What follows belongs to an exercise in optimizing a design on an open flow for small area and a short achievable clock period; a production flow would make more cautious choices.
Only simulation tests tie the RTL to the original design; equivalence was not proved.
Power figures rest on the tool's default switching activity, not on a simulated workload.

**flow/config.mk**
```make
export PLATFORM = sky130hd
export DESIGN_NAME = e203_exu_alu_dpath
export DESIGN_NICKNAME = e203_exu_alu_dpath
export VERILOG_FILES = /design/flow/design.v
export SDC_FILE = /design/flow/constraint.sdc
export NUM_CORES = 4
export LEC_CHECK = 0
export CAP_MARGIN = 20
export CORE_MARGIN = 2
export CORE_UTILIZATION = 40
export SETUP_SLACK_MARGIN = 0.3
export SLEW_MARGIN = 20
```
**flow/constraint.sdc**
```tcl
create_clock -name core_clock -period 8.5 [get_ports {clk}]
set_input_delay 1.7000 -clock core_clock [delete_from_list [all_inputs] [get_ports {clk}]]
set_output_delay 1.7000 -clock core_clock [all_outputs]
set_load 0.01 [all_outputs]
```
**flow/design.v**
```verilog
module sirv_gnrl_dffl # (
  parameter DW = 32
)(
  input lden,
  input [DW-1:0] dnxt,
  output [DW-1:0] qout,
  input clk
);
reg [DW-1:0] qout_r;
always @(posedge clk) begin: DFFL_PROC
  if (lden == 1'b1)
    qout_r <= dnxt;
end
assign qout = qout_r;
endmodule
module e203_exu_alu_dpath(
  input alu_req_alu,
  input alu_req_alu_add,
  input alu_req_alu_sub,
  input alu_req_alu_xor,
  input alu_req_alu_sll,
  input alu_req_alu_srl,
  input alu_req_alu_sra,
  input alu_req_alu_or,
  input alu_req_alu_and,
  input alu_req_alu_slt,
  input alu_req_alu_sltu,
  input alu_req_alu_lui,
  input [32-1:0] alu_req_alu_op1,
  input [32-1:0] alu_req_alu_op2,
  output [32-1:0] alu_req_alu_res,
  input bjp_req_alu,
  input [32-1:0] bjp_req_alu_op1,
  input [32-1:0] bjp_req_alu_op2,
  input bjp_req_alu_cmp_eq,
  input bjp_req_alu_cmp_ne,
  input bjp_req_alu_cmp_lt,
  input bjp_req_alu_cmp_gt,
  input bjp_req_alu_cmp_ltu,
  input bjp_req_alu_cmp_gtu,
  input bjp_req_alu_add,
  output bjp_req_alu_cmp_res,
  output [32-1:0] bjp_req_alu_add_res,
  input agu_req_alu,
  input [32-1:0] agu_req_alu_op1,
  input [32-1:0] agu_req_alu_op2,
  input agu_req_alu_swap,
  input agu_req_alu_add,
  input agu_req_alu_and,
  input agu_req_alu_or,
  input agu_req_alu_xor,
  input agu_req_alu_max,
  input agu_req_alu_min,
  input agu_req_alu_maxu,
  input agu_req_alu_minu,
  output [32-1:0] agu_req_alu_res,
  input agu_sbf_0_ena,
  input [32-1:0] agu_sbf_0_nxt,
  output [32-1:0] agu_sbf_0_r,
  input agu_sbf_1_ena,
  input [32-1:0] agu_sbf_1_nxt,
  output [32-1:0] agu_sbf_1_r,
  input clk,
  input rst_n
);
wire [32-1:0] mux_op1;
wire [32-1:0] mux_op2;
wire [32-1:0] misc_op1 = mux_op1[32-1:0];
wire [32-1:0] misc_op2 = mux_op2[32-1:0];
wire [32-1:0] shifter_op1 = alu_req_alu_op1[32-1:0];
wire [32-1:0] shifter_op2 = alu_req_alu_op2[32-1:0];
wire op_max;
wire op_min;
wire op_maxu;
wire op_minu;
wire op_add;
wire op_sub;
wire op_addsub = op_add | op_sub;
wire op_or;
wire op_xor;
wire op_and;
wire op_sll;
wire op_srl;
wire op_sra;
wire op_slt;
wire op_sltu;
wire op_mvop2;
wire op_cmp_eq;
wire op_cmp_ne;
wire op_cmp_lt;
wire op_cmp_gt;
wire op_cmp_ltu;
wire op_cmp_gtu;
wire cmp_res;
wire sbf_0_ena;
wire [32:0] sbf_0_nxt;
wire [32:0] sbf_0_r;
wire sbf_1_ena;
wire [32:0] sbf_1_nxt;
wire [32:0] sbf_1_r;
wire [32-1:0] shifter_in1;
wire [4:0] shifter_in2;
wire [32-1:0] shifter_res;
wire op_shift = op_sra | op_sll | op_srl;
wire [32-1:0] shifter_op1_reverse = {shifter_op1[00], shifter_op1[01], shifter_op1[02], shifter_op1[03],
                            shifter_op1[04], shifter_op1[05], shifter_op1[06], shifter_op1[07],
                            shifter_op1[08], shifter_op1[09], shifter_op1[10], shifter_op1[11],
                            shifter_op1[12], shifter_op1[13], shifter_op1[14], shifter_op1[15],
                            shifter_op1[16], shifter_op1[17], shifter_op1[18], shifter_op1[19],
                            shifter_op1[20], shifter_op1[21], shifter_op1[22], shifter_op1[23],
                            shifter_op1[24], shifter_op1[25], shifter_op1[26], shifter_op1[27],
                            shifter_op1[28], shifter_op1[29], shifter_op1[30], shifter_op1[31]};
assign shifter_in1 = {32{op_shift}} & ((op_sra | op_srl) ? shifter_op1_reverse : shifter_op1);
assign shifter_in2 = {5{op_shift}} & shifter_op2[4:0];
assign shifter_res = (shifter_in1 << shifter_in2);
wire [32-1:0] sll_res = shifter_res;
wire [32-1:0] srl_res = {shifter_res[00], shifter_res[01], shifter_res[02], shifter_res[03],
                                 shifter_res[04], shifter_res[05], shifter_res[06], shifter_res[07],
                                 shifter_res[08], shifter_res[09], shifter_res[10], shifter_res[11],
                                 shifter_res[12], shifter_res[13], shifter_res[14], shifter_res[15],
                                 shifter_res[16], shifter_res[17], shifter_res[18], shifter_res[19],
                                 shifter_res[20], shifter_res[21], shifter_res[22], shifter_res[23],
                                 shifter_res[24], shifter_res[25], shifter_res[26], shifter_res[27],
                                 shifter_res[28], shifter_res[29], shifter_res[30], shifter_res[31]};
wire [32-1:0] eff_mask = (~(32'b0)) >> shifter_in2;
wire [32-1:0] sra_res = (srl_res & eff_mask) | ({32{shifter_op1[31]}} & (~eff_mask));
wire op_unsigned = op_sltu | op_cmp_ltu | op_cmp_gtu | op_maxu | op_minu;
wire [(32+1)-1:0] misc_adder_op1 =
  {{(32+1) - 32{(~op_unsigned) & misc_op1[32-1]}}, misc_op1};
wire [(32+1)-1:0] misc_adder_op2 =
  {{(32+1) - 32{(~op_unsigned) & misc_op2[32-1]}}, misc_op2};
wire [(32+1)-1:0] adder_op1 =
  misc_adder_op1;
wire [(32+1)-1:0] adder_op2 =
  misc_adder_op2;
wire adder_cin;
wire [(32+1)-1:0] adder_in1;
wire [(32+1)-1:0] adder_in2;
wire [(32+1)-1:0] adder_res;
wire adder_add;
wire adder_sub;
assign adder_add =
  op_add;
assign adder_sub =
  (op_sub | (op_cmp_lt | op_cmp_gt |
             op_cmp_ltu | op_cmp_gtu |
             op_max | op_maxu |
             op_min | op_minu |
             op_slt | op_sltu));
wire adder_addsub = adder_add | adder_sub;
assign adder_in1 = {(32+1){adder_addsub}} & adder_op1;
assign adder_in2 = {(32+1){adder_addsub}} & (adder_sub ? (~adder_op2) : adder_op2);
assign adder_cin = adder_addsub & adder_sub;
assign adder_res = adder_in1 + adder_in2 + adder_cin;
wire [32-1:0] xorer_in1;
wire [32-1:0] xorer_in2;
wire xorer_op = op_xor | (op_cmp_eq | op_cmp_ne);
assign xorer_in1 = {32{xorer_op}} & misc_op1;
assign xorer_in2 = {32{xorer_op}} & misc_op2;
wire [32-1:0] xorer_res = xorer_in1 ^ xorer_in2;
wire [32-1:0] orer_res = misc_op1 | misc_op2;
wire [32-1:0] ander_res = misc_op1 & misc_op2;
wire neq = (|xorer_res);
wire cmp_res_ne = (op_cmp_ne & neq);
wire cmp_res_eq = op_cmp_eq & (~neq);
wire cmp_res_lt = op_cmp_lt & adder_res[32];
wire cmp_res_ltu = op_cmp_ltu & adder_res[32];
wire op1_gt_op2 = (~adder_res[32]);
wire cmp_res_gt = op_cmp_gt & op1_gt_op2;
wire cmp_res_gtu = op_cmp_gtu & op1_gt_op2;
assign cmp_res = cmp_res_eq | cmp_res_ne | cmp_res_lt |
                 cmp_res_gt | cmp_res_ltu | cmp_res_gtu;
wire [32-1:0] mvop2_res = misc_op2;
wire op_slttu = (op_slt | op_sltu);
wire slttu_cmp_lt = op_slttu & adder_res[32];
wire [32-1:0] slttu_res = slttu_cmp_lt ? 32'b1 : 32'b0;
wire maxmin_sel_op1 = ((op_max | op_maxu) & op1_gt_op2) |
                      ((op_min | op_minu) & (~op1_gt_op2));
wire [32-1:0] maxmin_res = maxmin_sel_op1 ? misc_op1 : misc_op2;
wire [32-1:0] alu_dpath_res = ({32{op_or}} & orer_res) |
                                      ({32{op_and}} & ander_res) |
                                      ({32{op_xor}} & xorer_res) |
                                      ({32{op_addsub}} & adder_res[32-1:0]) |
                                      ({32{op_srl}} & srl_res) |
                                      ({32{op_sll}} & sll_res) |
                                      ({32{op_sra}} & sra_res) |
                                      ({32{op_mvop2}} & mvop2_res) |
                                      ({32{op_slttu}} & slttu_res) |
                                      ({32{op_max | op_maxu | op_min | op_minu}} & maxmin_res);
sirv_gnrl_dffl #(33) sbf_0_dffl(sbf_0_ena, sbf_0_nxt, sbf_0_r, clk);
sirv_gnrl_dffl #(33) sbf_1_dffl(sbf_1_ena, sbf_1_nxt, sbf_1_r, clk);
localparam DPATH_MIX_WIDTH = ((32 * 2) + 21);
assign {
  mux_op1,
  mux_op2,
  op_max,
  op_min,
  op_maxu,
  op_minu,
  op_add,
  op_sub,
  op_or,
  op_xor,
  op_and,
  op_sll,
  op_srl,
  op_sra,
  op_slt,
  op_sltu,
  op_mvop2,
  op_cmp_eq,
  op_cmp_ne,
  op_cmp_lt,
  op_cmp_gt,
  op_cmp_ltu,
  op_cmp_gtu
} = ({DPATH_MIX_WIDTH{alu_req_alu}} & {
  alu_req_alu_op1,
  alu_req_alu_op2,
  1'b0,
  1'b0,
  1'b0,
  1'b0,
  alu_req_alu_add,
  alu_req_alu_sub,
  alu_req_alu_or,
  alu_req_alu_xor,
  alu_req_alu_and,
  alu_req_alu_sll,
  alu_req_alu_srl,
  alu_req_alu_sra,
  alu_req_alu_slt,
  alu_req_alu_sltu,
  alu_req_alu_lui,
  1'b0,
  1'b0,
  1'b0,
  1'b0,
  1'b0,
  1'b0
}) | ({DPATH_MIX_WIDTH{bjp_req_alu}} & {
  bjp_req_alu_op1,
  bjp_req_alu_op2,
  1'b0,
  1'b0,
  1'b0,
  1'b0,
  bjp_req_alu_add,
  1'b0,
  1'b0,
  1'b0,
  1'b0,
  1'b0,
  1'b0,
  1'b0,
  1'b0,
  1'b0,
  1'b0,
  bjp_req_alu_cmp_eq,
  bjp_req_alu_cmp_ne,
  bjp_req_alu_cmp_lt,
  bjp_req_alu_cmp_gt,
  bjp_req_alu_cmp_ltu,
  bjp_req_alu_cmp_gtu
}) | ({DPATH_MIX_WIDTH{agu_req_alu}} & {
  agu_req_alu_op1,
  agu_req_alu_op2,
  agu_req_alu_max,
  agu_req_alu_min,
  agu_req_alu_maxu,
  agu_req_alu_minu,
  agu_req_alu_add,
  1'b0,
  agu_req_alu_or,
  agu_req_alu_xor,
  agu_req_alu_and,
  1'b0,
  1'b0,
  1'b0,
  1'b0,
  1'b0,
  agu_req_alu_swap,
  1'b0,
  1'b0,
  1'b0,
  1'b0,
  1'b0,
  1'b0
});
assign alu_req_alu_res = alu_dpath_res[32-1:0];
assign agu_req_alu_res = alu_dpath_res[32-1:0];
assign bjp_req_alu_add_res = alu_dpath_res[32-1:0];
assign bjp_req_alu_cmp_res = cmp_res;
assign sbf_0_ena =
  agu_sbf_0_ena;
assign sbf_1_ena =
  agu_sbf_1_ena;
assign sbf_0_nxt =
  {1'b0, agu_sbf_0_nxt};
assign sbf_1_nxt =
  {1'b0, agu_sbf_1_nxt};
assign agu_sbf_0_r = sbf_0_r[32-1:0];
assign agu_sbf_1_r = sbf_1_r[32-1:0];
endmodule
```
**flow/run.sh**
```bash
#!/bin/bash
# synth_recipe.tcl (not shown) runs the flow's synth.tcl, then flattens the netlist and writes it again
# the make line also repeats each setting of config.mk as NAME=value (left out here)
make -C /OpenROAD-flow-scripts/flow DESIGN_CONFIG=/design/flow/config.mk WORK_HOME=/design/flow/orfs CLKGATE_MAP_FILE= SYNTH_SCRIPT=/design/flow/synth_recipe.tcl finish
```
==> metrics.yaml <==
cts_tree: "done"
fill_cells: 2272
wl_per_cell_um: 27.5
cts_max_level: 3
root_buffer: "clkbuf_16"
syn_inst: 1476
grt_pass1_wl_mm: 91.9
cp-start-kind: "input port"
wl_mm: 64.5
ir_drop_uv: 178
yosysMostFrequentCell: "nand2_1"
tightest_slew_ns: 0.889
path_class: "in2out"
yosys.area_share.simple_pct: 19.8
firstDrtPassIters: 8
hpwl_mm: 51.6
final_core_util_pct: 64.7
status: "no timing/DRC/antenna violations"
p_per_area_nw_per_um2: 144
grt.total_usage_pct: 43.3
remaining_drc_errors: 0
max-slew-margin-rel_pct: 40.8
final_net_count: 2324
max-cap-violations: 0
setup_viol: 0
rsz0062_at_grt: "no"
grt_pass1_vias: 14476
area_growth_pct: 58.9
synth-edff-count: 64
hold_class: "in2reg"
drive_above_1_share_pct: 16.7
n_antenna_cell: 0
ys_ff_latch: 64
yosysWarnings: 1
synth-xor-area-share_pct: 4.77
synth_common_cells: "152 x nand2_1, 131 x nor2_1, 114 x o21ai_0"
synthAdderAreaFrac_pct: 4.03
postRouteAntennaNets: 0
ios: 451
cts.sinks: 64
p_leak_nw: 6.71
cts-buffers-inserted: 9
crit_fanout: 8
ys.flop_type: "edfxtp_1"
timing.final.crit_share_pct: 96.0
tns_ns: 0
syn_nets: 1799
synthMuxAreaShare_pct: 5.72
max_freq_ghz: 0.123
die_area_sq_um: 27900
synth_compound_area_share_pct: 37.9
endpoint_kind: "output pin"
ys_seq_area_share_pct: 18.1
vias: 15568
start_util_pct: 40.7
syn_area_per_cell_sq_um: 7.19
rows: 59
grt_antenna_before_repair: 1
synth_top_family_by_area: "compound AO/OA/AOI/OAI gates"
io_buffers: 449
clockBufferDepth: 2
path_clk_slew_ns: 0.06
globalRoute.totalOverflow: 0
die_h_um: 167
grt_max_degree: 79
first_iter_violations: 2468
critPathArrivalTime_ns: 6.46
via_per_inst: 6.65
synth_top_area_share_pct: 18.1
hold_violations: 0
finalMaxSlewViolations: 0
worstPathRequired_ns: 6.80
die_w_um: 167
ys_types: 74
min_period_ns: 8.16
gp_congestion: 1.11
synth_top_cell_by_area: "edfxtp_1"
synth_area_sq_um: 10600
synth_area_leaders: "edfxtp_1 18%, o21ai_0 5.4%, nand2_1 5.4%"
fp.coreArea_sq_um: 26100
async_reset_ff_share_pct: 0
ctsHoldBuffers: 0
layout by cell type, fill, tap and decap left out, drive strengths merged, types with 49 or more instances in the layout:
master	count
clkdlybuf4s50	335
buf	261
nand2	152
nor2	132
o21ai	116
a21oi	112
nand3	66
dlygate4sd2	65
edfxtp	64
o22ai	56
mux2i	49
final cells by class:
cell class / instances / area, sq um / share of cell area [%]
Clock inverter: 7 / 100 / 0.594
Clock buffer: 9 / 225 / 1.34
Timing Repair Buffer: 693 / 6260 / 37.1
Inverter: 25 / 93.8 / 0.557
Sequential cell: 64 / 1920 / 11.4
Tap cell: 335 / 419 / 2.49
Multi-Input combinational cell: 1208 / 7840 / 46.5
cell families (layout without fill, tap and decap cells):
| family | Yosys count | count (layout) |
|---|---|---|
| AO/OA/AOI/OAI | 595 | 595 |
| AND/OR/NAND/NOR | 464 | 464 |
| buffers and inverters | 204 | 734 |
| flip-flops | 64 | 64 |
| multiplexers | 59 | 59 |
| XOR/XNOR | 57 | 57 |
| adder cells (fa/ha/maj) | 33 | 33 |
state kept, by name, indices dropped and copies added, names as in the netlist:
register	count
sbf_0_dffl.qout_r	32
sbf_1_dffl.qout_r	32
layer usage:
| layer | GRT usage (%) | part of all wire (%) |
|---|---|---|
| met5 | 0 | 0.017 |
| met1 | 53.6 | 36 |
| met3 | 9.72 | 13 |
| met4 | 26.6 | 7.3 |
| met2 | 68.4 | 44 |
power breakdown:
part           leakage, nW  switching [mW]  internal, mW  total (mW)
clock network        0.161           0.146         0.260       0.406
logic                 5.93           0.902         0.740        1.64
registers            0.626         0.00863         0.375       0.384
total                 6.71            1.06          1.37        2.43
timing repair:
action                                  4_1_cts  5_1_grt
endpoints found under the setup margin       97       97
cloned                                        0        1
buffers inserted                              8       15
pin swaps                                    27       22
gates resized for setup                     181       54
path summary, 6_finish.rpt:
path | from | end | cells after the start
worst max-delay path | bjp_req_alu_cmp_gtu | alu_req_alu_res[20] | 21
worst min-delay path | agu_sbf_1_nxt[12] | sbf_1_dffl.qout_r[12] | 1
critical path, cell delays in order:
cell and delay (ns):
dlymetal6s2s_1 0.14, o41ai_2 0.32, buf_4 0.16, and3_4 0.23
inv_2 0.06, buf_4 0.14, fa_2 0.48, fa_2 0.42
a21o_1 0.18, a221o_1 0.39, a31oi_4 0.26, o21ai_4 0.12
a31oi_4 0.23, xor2_2 0.19, mux2_4 0.39, buf_12 0.17
buf_4 0.18, nand3_1 0.12, o211ai_1 0.11, buf_4 0.17
dlygate4sd2_1 0.28
metrics by stage:
stage	area [sq um]	total power, mW	hold WS, ns	std cells	worst slack [ns]
after global routing	16900	2.51	1.92	2341	0.271
final	16900	2.43	1.92	2341	0.337
after global placement	16300	1.95	2.25	2301	-0.588
after floorplan	10600	1.20	1.80	1476	0.322
after CTS	16700	2.34	1.92	2325	0.202
after detailed placement	16300	1.97	2.26	2301	-0.637

-- what the ideal ports hide --
How much do the figures lean on ideal ports? The routed layout below was timed once more, with nothing changed but the port constraints. Step 1, drivers: a clkbuf_16 drives clk and a buf_2 each remaining input, both assumed. Step 2, shift: input delay + t, output delay - t, t = (earliest + latest rising clock arrival at the registers) / 2. This alone moves slack from input paths to output paths. Slacks: no drivers / after step 1 / after step 2; pairs: no drivers / after step 1.
t, ns: 0.363
setup slack, ns: 0.337 / 0.308 / 0.308
hold slack, ns: 1.924 / 1.914 / 2.277
clock arrival spread, ns: 0.009 / 0.009
cell pins on the clock port's net: 1
After both steps setup and hold are still met in this run. The setup slack of this run moves by -0.029 ns with the drivers and by -0.029 ns with both steps.
